This is an optimization exercise on Yosys and OpenROAD, whose aim is small area, a short achievable clock period and few clock cycles per item, not a production implementation. In this exercise RTL edits were held to simulation tests only and were not proved equivalent to the original. Power and IR drop assume default switching activity.

==> inputs of pepper <==
// wallace_multi
module wallace_multi (
    input clk,
    input rst,
    input [15:0] a,
    input [15:0] b,
    output reg [31:0] p,
    output reg done
);
    wire c225;
    wire c227;
    wire c229;
    wire c231;
    wire c233;
    wire c235;
    wire c237;
    wire c239;
    wire c241;
    wire c243;
    wire c245;
    wire c249;
    wire c251;
    wire c253;
    wire c255;
    wire c259;
    wire c261;
    wire c263;
    wire c268;
    wire c271;
    wire c273;
    wire c275;
    wire c277;
    wire c282;
    wire c284;
    wire c286;
    wire c288;
    wire c290;
    wire c295;
    wire c297;
    wire c299;
    wire c301;
    wire c303;
    wire c305;
    wire c310;
    wire c312;
    wire c314;
    wire c316;
    wire c318;
    wire c323;
    wire c327;
    wire c329;
    wire c331;
    wire c333;
    wire c335;
    wire c337;
    wire c342;
    wire c345;
    wire c347;
    wire c349;
    wire c351;
    wire c353;
    wire c355;
    wire c360;
    wire c363;
    wire c365;
    wire c367;
    wire c369;
    wire c371;
    wire c373;
    wire c378;
    wire c382;
    wire c384;
    wire c386;
    wire c388;
    wire c390;
    wire c392;
    wire c394;
    wire c399;
    wire c401;
    wire c403;
    wire c405;
    wire c407;
    wire c409;
    wire c411;
    wire c416;
    wire c419;
    wire c421;
    wire c423;
    wire c425;
    wire c427;
    wire c429;
    wire c434;
    wire c437;
    wire c439;
    wire c441;
    wire c443;
    wire c445;
    wire c450;
    wire c453;
    wire c455;
    wire c457;
    wire c459;
    wire c461;
    wire c466;
    wire c469;
    wire c471;
    wire c473;
    wire c475;
    wire c480;
    wire c483;
    wire c485;
    wire c487;
    wire c489;
    wire c494;
  ...
==> flow/config.mk <==
export PLATFORM = sky130hd
export DESIGN_NAME = wallace_multi
export DESIGN_NICKNAME = wallace_multi
export VERILOG_FILES = /design/flow/design.v
export SDC_FILE = /design/flow/constraint.sdc
export NUM_CORES = 4
export LEC_CHECK = 0
export CAP_MARGIN = 20
export CORE_MARGIN = 2
export CORE_UTILIZATION = 40
export CTS_BUF_LIST = sky130_fd_sc_hd__clkbuf_8
export CTS_CLUSTER_SIZE = 30
export SETUP_SLACK_MARGIN = 1.6
export SLEW_MARGIN = 20
export SYNTH_HIERARCHICAL = 1
==> flow/constraint.sdc <==
create_clock -name core_clock -period 4.0 [get_ports {clk}]
set_input_delay 0.8000 -clock core_clock [delete_from_list [all_inputs] [get_ports {clk}]]
set_output_delay 0.8000 -clock core_clock [all_outputs]
set_load 0.01 [all_outputs]
standard.sh (not shown) runs the stock make flow with config.mk's settings and CLKGATE_MAP_FILE= SYNTH_SCRIPT=/design/flow/synth_recipe.tcl, a recipe that flattens the netlist after the stock synthesis.
==> flow/flow/run.sh <==
#!/bin/bash
set -euo pipefail
export BUFFER_PORTS_ARGS="-buffer_cell sky130_fd_sc_hd__buf_2"
bash standard.sh finish > orfs_make.log 2>&1
==> inputs of indigo, as changes to pepper <==
CTS_BUF_LIST = unset   (was sky130_fd_sc_hd__clkbuf_8)
CTS_CLUSTER_SIZE = unset   (was 30)
==> comparison table <==
Fill cell total of the finished layout: pepper 2424; indigo 2400
Quantity of gates resized following cts: pepper 14; indigo 16
Status: pepper complete, no violations; indigo complete, no violations
Fraction of standard cell area in multi-input logic: pepper 0.485; indigo 0.486
Total net switching power: pepper 3.67 mW; indigo 3.67 mW
Proportion of layout cells with a drive suffix above 1: pepper 0.195; indigo 0.181
CTS Buf Count: pepper 41; indigo 26
Net total in the final layout: pepper 1152; indigo 1140
Pleak: pepper 5.74 nW; indigo 5.69 nW
Power of the sequential group: pepper 3.89 mW; indigo 3.88 mW
Wire length of the first global-routing pass: pepper 38400 microns; indigo 38000 microns
H-tree Lvls: pepper 2; indigo 1
Footprint of the multi-input gates: pepper 0.00623 sq mm; indigo 0.00625 sq mm
Reported clock group power: pepper 2.41 mW; indigo 2.40 mW
Arrival time reported for the critical path endpoint: pepper 2.83 ns; indigo 2.82 ns
Initial drt markers: pepper 320; indigo 374
Number of vias per cell: pepper 5.04; indigo 5.05
Global routing usage summed across all routing layers: pepper 0.170; indigo 0.167
Power of the combinational group: pepper 4.50 mW; indigo 4.58 mW
Testbench counts of pepper, summed over its fixed seeds: cycles 16,024, items 16,000.
Testbench counts of indigo, summed over its fixed seeds: cycles 16,024, items 16,000.

separate check: timing with driven ports:
Ports are ideal in the flow. The routed layouts listed here were re-timed in OpenROAD. Step 1 sets driving cells, clkbuf_16 on the clock port and buf_2 on the other inputs (assumed; they add their load-dependent delay and slew). Step 2 also shifts input and output timing later by t, the mid clock arrival at the registers, as if the neighbouring blocks saw the same clock. Slacks: no drivers / after step 1 / after step 2; pairs: no drivers / after step 1.
run	shift t [ns]	slack for setup (ns)	slew at the worst register clock pin (ns)	pins driven straight from the clock port
pepper	0.561	1.592 / 1.592 / 1.592	0.07 / 0.07	1
indigo	0.563	1.595 / 1.595 / 1.595	0.07 / 0.07	1
After both steps setup and hold are still met in every run listed.
